Source: an optimization exercise on an open RTL-to-GDS flow (aim: small area). Production flows keep margins and buffers that such runs may drop.
Only the layout flow was run in this run; the RTL was not checked for function there.
Power is estimated from default activity; no workload was simulated.

--- design.v ---
module transmitter#(parameter CLKS_PER_BIT = 87)
  (
   input       clk,
   input       rst,
	input       enable,
   input [7:0] data, 
   output reg  tx,
   output      done
   );
	parameter IDLE      = 3'b000,
             START_BIT = 3'b001,
             DATA_BITS = 3'b010,
				 STOP_BIT  = 3'b011,
				 CLEANUP   = 3'b100;
   reg [2:0]    state;
   reg [31:0]   clk_count;
   reg [2:0]    bit_indx;
   reg [7:0]    data_reg;
   reg          done_reg;
   assign done = done_reg;
   always @(posedge clk)
    begin
      if (rst) begin
        state     <= IDLE;
        tx        <= 1'b1;
        done_reg  <= 1'b0;
        clk_count <= 0;
        bit_indx  <= 0;
        data_reg  <= 8'b0;
      end
      else
      case (state)
        IDLE:
          begin
            tx        <= 1'b1;          
            done_reg  <= 1'b0;
            clk_count <= 0;
            bit_indx  <= 0;
            if (enable == 1'b1)
              begin
                data_reg   <= data;
                state      <= START_BIT;
              end
            else
              state <= IDLE;
          end  
        START_BIT:
          begin
            tx <= 1'b0;
            if (clk_count < CLKS_PER_BIT-1)
              begin
                clk_count <= clk_count + 1;
                state     <= START_BIT;
              end
            else
              begin
                clk_count <= 0;
                state <= DATA_BITS;
              end
          end  
        DATA_BITS:
          begin
            tx <= data_reg[bit_indx];
            if (clk_count < CLKS_PER_BIT-1)
              begin
                clk_count <= clk_count + 1;
                state     <= DATA_BITS;
              end
            else
              begin
                clk_count <= 1'b0;
                if (bit_indx < 7)
                  begin
                    bit_indx <= bit_indx + 1'b1;
                    state    <= DATA_BITS;
                  end
                else
                  begin
                    bit_indx <= 0;
                    state    <= STOP_BIT;
                  end
              end
          end  
        STOP_BIT:
          begin
            tx <= 1'b1;
            if (clk_count < CLKS_PER_BIT-1)
              begin
                clk_count <= clk_count + 1;
                state     <= STOP_BIT;
              end
            else
              begin
                done_reg     <= 1'b1;
                clk_count    <= 0;
                state        <= CLEANUP;
              end
          end  
        CLEANUP:
          begin
            done_reg <= 1'b0;
            state    <= IDLE;
          end
        default :
          state <= IDLE;
      endcase
    end
endmodule
module uart #(parameter DEVICES = 2)
   (
    input  wire                clk,
    input  wire                rst,
    input  wire                rx,
    input  wire[DEVICES*8-1:0] data_send,
    output wire                tx
    );
   parameter c_CLKS_PER_BIT = 5208;
   reg[7:0] data_tx;
   reg      enable;
	wire done_tx;
   transmitter #(.CLKS_PER_BIT(c_CLKS_PER_BIT)) transmitter_inst 
   (
		.clk(clk), 
		.rst(rst), 
		.enable(enable), 
		.data(data_tx), 
		.tx(tx), 
		.done(done_tx)
	);
   reg[2:0] i;
   always @(posedge clk)
    begin
      if (rst) begin
         data_tx <= 8'd0;
         enable <= 1'b0;
         i <= 3'd0;
      end
      else begin
         data_tx <= data_send[i*8+:8];
         enable <= 1; 
         if(done_tx)
            i <= i + 1'b1;
         if(i == DEVICES)
            i <= 1'b0;
      end
    end
endmodule
module rangesensor #(parameter DEVICES = 2)
(
                   input  wire                   clk,
                   input  wire                   rst,
                   input  wire                   rx, 
                   input  wire [DEVICES-1:0]     echo,
                   output wire                   tx,
                   output wire [DEVICES-1:0]     trigger,
                   output wire [DEVICES*7-1:0]   segments,
                   output wire [DEVICES*4-1:0]   digit_num
);
wire[DEVICES*4-1:0] digit1;
wire[DEVICES*4-1:0] digit2;
wire[DEVICES*4-1:0] digit3;
wire[DEVICES*4-1:0] digit4;
wire[DEVICES*8-1:0] range;
uart #(.DEVICES(DEVICES)) uart_inst(
                           .clk(clk),
                           .rst(rst),
                           .rx(rx), 
                           .tx(tx),
                           .data_send(range));
genvar i;
generate 
    for (i = 0; i < DEVICES; i = i + 1) begin : loopname
      ranging_module pulse_num(clk,
                               echo[i],
                               rst,
                               trigger[i],
                               digit1[(i+1)*4-1:i*4],
                               digit2[(i+1)*4-1:i*4],
                               digit3[(i+1)*4-1:i*4],
                               digit4[(i+1)*4-1:i*4],
                               range[(i+1)*8-1:i*8]);
      indicator indicator(clk,
                          rst,
                          digit1[(i+1)*4-1:i*4],
                          digit2[(i+1)*4-1:i*4],
                          digit3[(i+1)*4-1:i*4],
                          digit4[(i+1)*4-1:i*4],
                          segments[(i+1)*7-1:i*7],
                          digit_num[(i+1)*4-1:i*4]);
    end
endgenerate  
endmodule
module ranging_module(
                    input wire       clk,
                    input wire       echo,
                    input wire       rst,
                    output reg       trigger,
                    output wire[3:0] digit1,
                    output wire[3:0] digit2,
                    output wire[3:0] digit3,
                    output wire[3:0] digit4,
                    output wire[7:0] range
);
parameter [1:0] START          = 2'b00,
                TRIG           = 2'b01,
                ECHO_LISTENING = 2'b11,
                ECHO_COUNT     = 2'b10;
reg[1:0] state;
reg[26:0] counter;
reg[7:0] pulse_width;
reg[8:0] pulse_counter;
reg[7:0] cm_counter;
reg       enable_count;
reg [8:0] clock_reg2;
reg [3:0] digit1_reg;
reg [3:0] digit2_reg;
reg [3:0] digit3_reg;
reg [3:0] digit4_reg;
reg [3:0] cnt1;
reg [3:0] cnt2;
reg [3:0] cnt3;
reg [3:0] cnt4;
always @(posedge clk)
begin
   if (rst) begin
      pulse_counter <= 1'b0;
      cm_counter <= 1'b0;
   end
   else if (enable_count == 1'b1) begin
      pulse_counter <= pulse_counter + 1'b1;
      if(pulse_counter == 9'b1_0010_0100)  
         cm_counter <= cm_counter + 1'b1;
   end
   else begin
      pulse_counter <= 'b0;
      cm_counter <= 1'b0;
   end
   if(rst)
      begin
         counter <= 1'b0;
         trigger <= 1'b0;
         state <= START;
         enable_count <= 1'b0;
         pulse_width <= 8'd0;
      end
   else begin
   if(counter != 0)
      counter <= counter - 1'b1;
  case(state)
  START:
   begin
      pulse_counter <= 1'b0;
      enable_count <= 1'b0;
      counter <= 23'b100_1100_0100_1011_0100_0000;  
      state <= TRIG;
   end
  TRIG:
   begin
      if(counter == 0)
         begin
            trigger <= 1'b1;
            counter <= 10'b10_1110_1110; 
            state <= ECHO_LISTENING;
         end
   end
  ECHO_LISTENING:
   begin
      if(counter == 0)
         begin
            trigger <= 1'b0;
            if(prev_echo == 1'b0 && echo == 1'b1)
            begin
               counter <= 23'b100_1100_0100_1101_1010_0000;
               state <= ECHO_COUNT;
            end
         end
   end
  ECHO_COUNT:
   begin
      enable_count <= 1'b1;
      if(prev_echo == 1'b1 && echo == 1'b0)
         begin
            pulse_width <= cm_counter;
            state <= START;
         end
      else if(counter == 0)
         state <= START;
   end  
  default:
   begin
      enable_count <= 1'b0;
      trigger <= 1'b0;
      state <= START;
   end
  endcase
  end
  end
reg prev_echo;
always @(posedge clk)
begin
    if (rst)
       prev_echo <= 1'b0;
    else
       prev_echo <= echo;
end
always @(posedge clk)
begin
 if (rst) begin
   clock_reg2 <= 9'b0;
   cnt1 <= 4'd0;
   cnt2 <= 4'd0;
   cnt3 <= 4'd0;
   cnt4 <= 4'd0;
   digit1_reg <= 4'd0;
   digit2_reg <= 4'd0;
   digit3_reg <= 4'd0;
   digit4_reg <= 4'd0;
 end
 else begin
   clock_reg2 <= clock_reg2 + 1'b1;
   if(prev_echo == 1'b0 && echo == 1'b1)
   begin
      clock_reg2 <= 9'b0;
      cnt1 <= 4'd0;
      cnt2 <= 4'd0;
      cnt3 <= 4'd0;
      cnt4 <= 4'd0;
   end
 if(clock_reg2 == 9'b100100100) 
 begin
     clock_reg2 <= 9'b0;
     if(cnt1 != 9) begin
      cnt1 <= cnt1 + 1'd1;
     end 
     else if(cnt2 != 9) begin
       cnt1 <= 1'd0;
       cnt2 <= cnt2 + 1'd1;
     end
     else if(cnt3 != 9) begin
       cnt2 <= 1'd0;
       cnt3 <= cnt3 + 1'd1;
     end
     else begin
       cnt3 <= 1'd0;
       cnt4 <= cnt4 + 1'd1;
      end
end
if(prev_echo == 1'b1 && echo == 1'b0)
 begin
   digit1_reg <= cnt1;
   digit2_reg <= cnt2;
   digit3_reg <= cnt3;
   digit4_reg <= cnt4;
 end
 end
end
assign digit1 = digit1_reg;
assign digit2 = digit2_reg;
assign digit3 = digit3_reg;
assign digit4 = digit4_reg;
assign range = pulse_width;
endmodule
module indicator(input wire clock,
                 input wire rst,
                 input wire[3:0] digit1,
                 input wire[3:0] digit2,
                 input wire[3:0] digit3,
                 input wire[3:0] digit4,
                 output wire[6:0] segments,
                 output wire[3:0] digit_num
);
reg[6:0] segments_reg;
assign segments = segments_reg;
reg [15:0] div;                 
reg strob_100hz; 
reg[3:0]data; 
reg[3:0] digit_num_reg;
assign digit_num = digit_num_reg;
wire [3:0] digits[4:0];
assign digits[0] = digit1;
assign digits[1] = digit2;
assign digits[2] = digit3;
assign digits[3] = digit4;
always @ (posedge clock) begin
    if (rst)
        digit_num_reg <= 4'b0111;
    else if (strob_100hz) begin
        digit_num_reg <= {digit_num_reg [2:0], digit_num_reg[3]};
    end
end
always @(posedge clock) begin
  if (rst)
    segments_reg <= 7'b0000000;
  else
  case(data)
   4'd0:  segments_reg <= 7'b0111111;
   4'd1:  segments_reg <= 7'b0000110;
   4'd2:  segments_reg <= 7'b1011011;
   4'd3:  segments_reg <= 7'b1001111;
   4'd4:  segments_reg <= 7'b1100110;
   4'd5:  segments_reg <= 7'b1101101;
   4'd6:  segments_reg <= 7'b1111101;
   4'd7:  segments_reg <= 7'b0000111;
   4'd8:  segments_reg <= 7'b1111111;
   4'd9:  segments_reg <= 7'b1101111;
  endcase
end
always @ (posedge clock) begin
    if (rst) begin
        div <= 16'd0;
        strob_100hz <= 1'b0;
    end else if (div == 50000) begin
        div <= 0;
        strob_100hz <= 1'b1;
    end else begin
        strob_100hz <= 1'b0;
        div <= div+ 1'b1;
    end
end
integer i;
always @ (posedge clock)
begin
        if (rst)
            data <= 4'd6;
        else
        for (i=0; i<4; i=i+1) begin
            if (!digit_num_reg[i]) begin
               data <= digits[i];
            end
         end
end
endmodule
--- run.sh ---
#!/bin/bash
# synth_recipe.tcl (not shown) runs the flow's synth.tcl, then flattens the netlist and writes it again
# the make line also repeats each setting of config.mk as NAME=value (left out here)
make -C /OpenROAD-flow-scripts/flow DESIGN_CONFIG=/design/flow/config.mk WORK_HOME=/design/flow/orfs CLKGATE_MAP_FILE= SYNTH_SCRIPT=/design/flow/synth_recipe.tcl finish
--- constraint.sdc ---
create_clock -name core_clock -period 20.0 [get_ports {clk}]
set_input_delay 4.0000 -clock core_clock [delete_from_list [all_inputs] [get_ports {clk}]]
set_output_delay 4.0000 -clock core_clock [all_outputs]
set_load 0.01 [all_outputs]
--- config.mk ---
export PLATFORM = sky130hd
export DESIGN_NAME = rangesensor
export DESIGN_NICKNAME = rangesensor
export VERILOG_FILES = /design/flow/design.v
export SDC_FILE = /design/flow/constraint.sdc
export NUM_CORES = 4
export LEC_CHECK = 0
export CAP_MARGIN = 20
export CORE_MARGIN = 2
export CORE_UTILIZATION = 40
export SLEW_MARGIN = 20
==> summary.txt <==
worst max-delay path: cells and delay by family:
kind / cells / cell delay, ns
and+or+nand+nor: 3 / 1.10
buffers and inverters: 1 / 0.54
AOI/OAI and AO/OA: 2 / 0.56
where the power goes:
part | leakage (nW) | internal, mW | total (mW) | switching, mW
combinational | 2.46 | 0.0380 | 0.0933 | 0.0554
clock | 0.572 | 0.407 | 0.657 | 0.249
sequential | 2.60 | 0.651 | 0.666 | 0.0150
per-layer routing:
metal  track usage, %  vias to the layer above  wire length, um
met5                0                        -                0
met4            4.639                        0              580
met3            2.668                       41              863
met2            25.71                      104            12400
met1            20.65                     5102            14240
li1                 -                     5728                -
worst max-delay path by stage:
stage,endpoint,slack [ns],depth (start not counted)
finish,loopname[0].pulse_num.counter[8],14.19,6
global placement,loopname[0].pulse_num.counter[8],13.75,6
CTS,digit_num[3],14.18,1
global route,loopname[0].pulse_num.counter[8],13.97,6
floorplan,loopname[1].pulse_num.pulse_width[0],14.74,6
detailed placement,loopname[0].pulse_num.counter[8],13.71,6
synthesized netlist by cell type, drive strengths merged (5+ instances only):
library cell,number,area (um2)
o31ai,5,37.54
nand3b,11,82.58
o21ai,39,195.2
a21oi,133,665.6
and4,9,78.83
nor4,28,175.2
ha,33,412.9
and2,7,43.79
nor3b,8,60.06
or2,5,31.28
inv,42,157.7
mux2i,46,460.4
nor2b,26,162.7
nand2,188,705.7
xor2,72,630.6
nor3,35,191.4
nand4,26,162.7
dfxtp,320,6406
a211oi,20,150.1
or3,17,111.4
nand3,57,285.3
and3,32,205.2
nand2b,17,106.4
xnor2,63,559.3
a311oi,5,43.79
nor2,259,974.7
or4,9,71.32
o21a,5,37.54
nor4b,6,52.55
clkbuf,66,247.7
a31oi,10,62.56
o211ai,5,37.54
buf,12,72.56
cell families (layout without fill, tap and decap cells):
family | after synthesis | count (layout) | synth area share [%]
AO/OA/AOI/OAI | 251 | 251 | 10.45
XOR/XNOR | 135 | 135 | 8.397
adder cells (fa/ha/maj) | 33 | 33 | 2.914
buffers and inverters | 120 | 139 | 3.373
flip-flops | 320 | 320 | 45.21
multiplexers | 51 | 51 | 3.805
AND/OR/NAND/NOR | 757 | 757 | 25.86
through the flow:
stage	power [mW]	instances	setup WS, ns	cell area (um2)	utilization, %
after detailed placement	0.7731	2082	13.71	14790	42.61
after CTS	1.436	2141	14.18	15960	45.97
after global placement	0.7716	2082	13.75	14780	42.59
after floorplan	0.7499	1667	14.74	14170	-
final	1.416	2141	14.19	15960	45.98
after global routing	1.474	2141	13.97	15960	45.98
layout make-up:
class	count	area, um2
Sequential cell	320	6406
Timing Repair Buffer	38	352.8
Clock inverter	7	135.1
Inverter	42	157.7
Multi-Input combinational cell	1227	7310
Tap cell	455	569.3
Fill cell	3402	18750
Clock buffer	52	1032
==> summary.txt <==
Crit. End Element flop; most frequent cells in the layout dfxtp_1 (320), nor2_1 (258), nand2_1 (188); sequential fraction of the synthesis area a little under half; synth unique cells ~70; final net count 1703; Crit path largest cell delay 0.68 ns; vias post-DR 10980; Mapped Area 0.01417 mm2; reg2reg start loopname[0].pulse_num.counter[5]; Pwr Density 88.73 mW/mm2; Final Skew 0.01116 ns; H-tree levels 2; Final Hold Viols 0; CP startpoint kind input port; core area 0.03471 mm2; Cell Chain, Critical Path clkdlybuf4s50_1 -> nor2b_1 -> nand3_1 -> nor3_1 -> a21oi_1 -> a221oi_1; slowest CP cell nor2b_1; remaining routing DRC violations 0; CTS root buf clkbuf_16; Largest regs loopname.pulse_num.counter (54), loopname.indicator.div (32), uart_inst.transmitter_inst.clk_count (32); FF-to-FF setup slack 17.16 ns; Max rail drop VDD 0.05591 mV; syn nets 1705; grt ovf 0; Yosys reg bits 320; crit path DAT 6.21 ns; worst r2r path cells 6; syn_area_per_cell 8.501 um2; Worst-Skew Late Latency 0.51 ns; Critical Path Start echo[0]; Post-synth EDFFs 0; diode count 0; setup bufs post-CTS 0; Ys Warns 4; CP Max Fanout 8; Die H just under 200 um; async set-reset flop share out of synthesis 0%; clk slew on worst S/H paths 0.06 ns; antenna violations before repair 0; RSZ-0062 raised after global routing false; Final min period 5.807 ns; P&R area growth vs syn 12.64%; input/output buffers 28; Die X 192.2 um; worst rel slew slack 38.53%; FMAX between 150 and 200 MHz; Hold Path Cell Cnt 2; Final Setup Violations 0; Starting Density 40.82%; largest net degree at the start of global routing 63; CP required 20.40 ns; clk sinks 320; GPL Wtd Cong 0.7955; wire length per cell 13.12 um; num rows slightly below 70; Period Utilization, post-route 29.03%; ANT nets after route 0; quantity of hold-fixing buffers added after cts 0; Hold Slack 0.4334 ns; status timing/DRC/antenna clean; Max clock buf depth 3; Worst Hold End uart_inst.transmitter_inst.data_reg[6]; Initial DRC Count 434; commonest non-fill, non-tap cell in the layout dfxtp_1; Routed Wire Length 28080 um; final setup TNS 0 ns; First-pass DRT Iterations 5; Largest Register loopname.pulse_num.counter; Cells after Synth roughly 1700; ratio of cells with drive above 1 in the final layout between 5 and 6%; Detail Placement HPWL 18430 um; first-pass GRT wire length around 49000 um; IO Pins 30; CTS tree built; P_leak between 5 and 6 nW; Reg-to-Reg End loopname[0].pulse_num.counter[7]; DR vias/cell 5.126; max FFs per register 54; slew at the pin closest to its max-slew limit 0.9159 ns; fin. max-slew vios 0; vias in the first global route 10490; Num CTS Buffers 36; post-CTS sizing 0; worst min path class reg2reg; hold_sp uart_inst.data_tx[6]; Max Cap Viol 0; Tot GR Track Use 15.52%; DIE AREA 0.03695 mm2; dominant synthesized flop cell dfxtp_1; WS Path Type in2reg

port drivers added, routing unchanged:
Ports are ideal in the flow. The routed layout listed here was re-timed in OpenROAD. Step 1: set_driving_cell puts a clkbuf_16 on clk and a buf_2 on each other input, an assumption about the parent block. Step 2, shift: input delay + t, output delay - t, t = (earliest + latest rising clock arrival at the registers) / 2. This alone moves slack from input paths to output paths. Slacks: ideal / step 1 / step 2; pairs: ideal / step 1.
t (ns): 0.550
slack for setup (ns): 14.193 / 14.171 / 13.638
worst setup path at the end: input to register
worst data-port slew with drivers (ns): 0.05
cell pins on the clock port's net: 1
After both steps setup and hold are still met in this run. For this run, drivers alone change the setup slack by -0.022 ns; drivers and shift together by -0.555 ns.
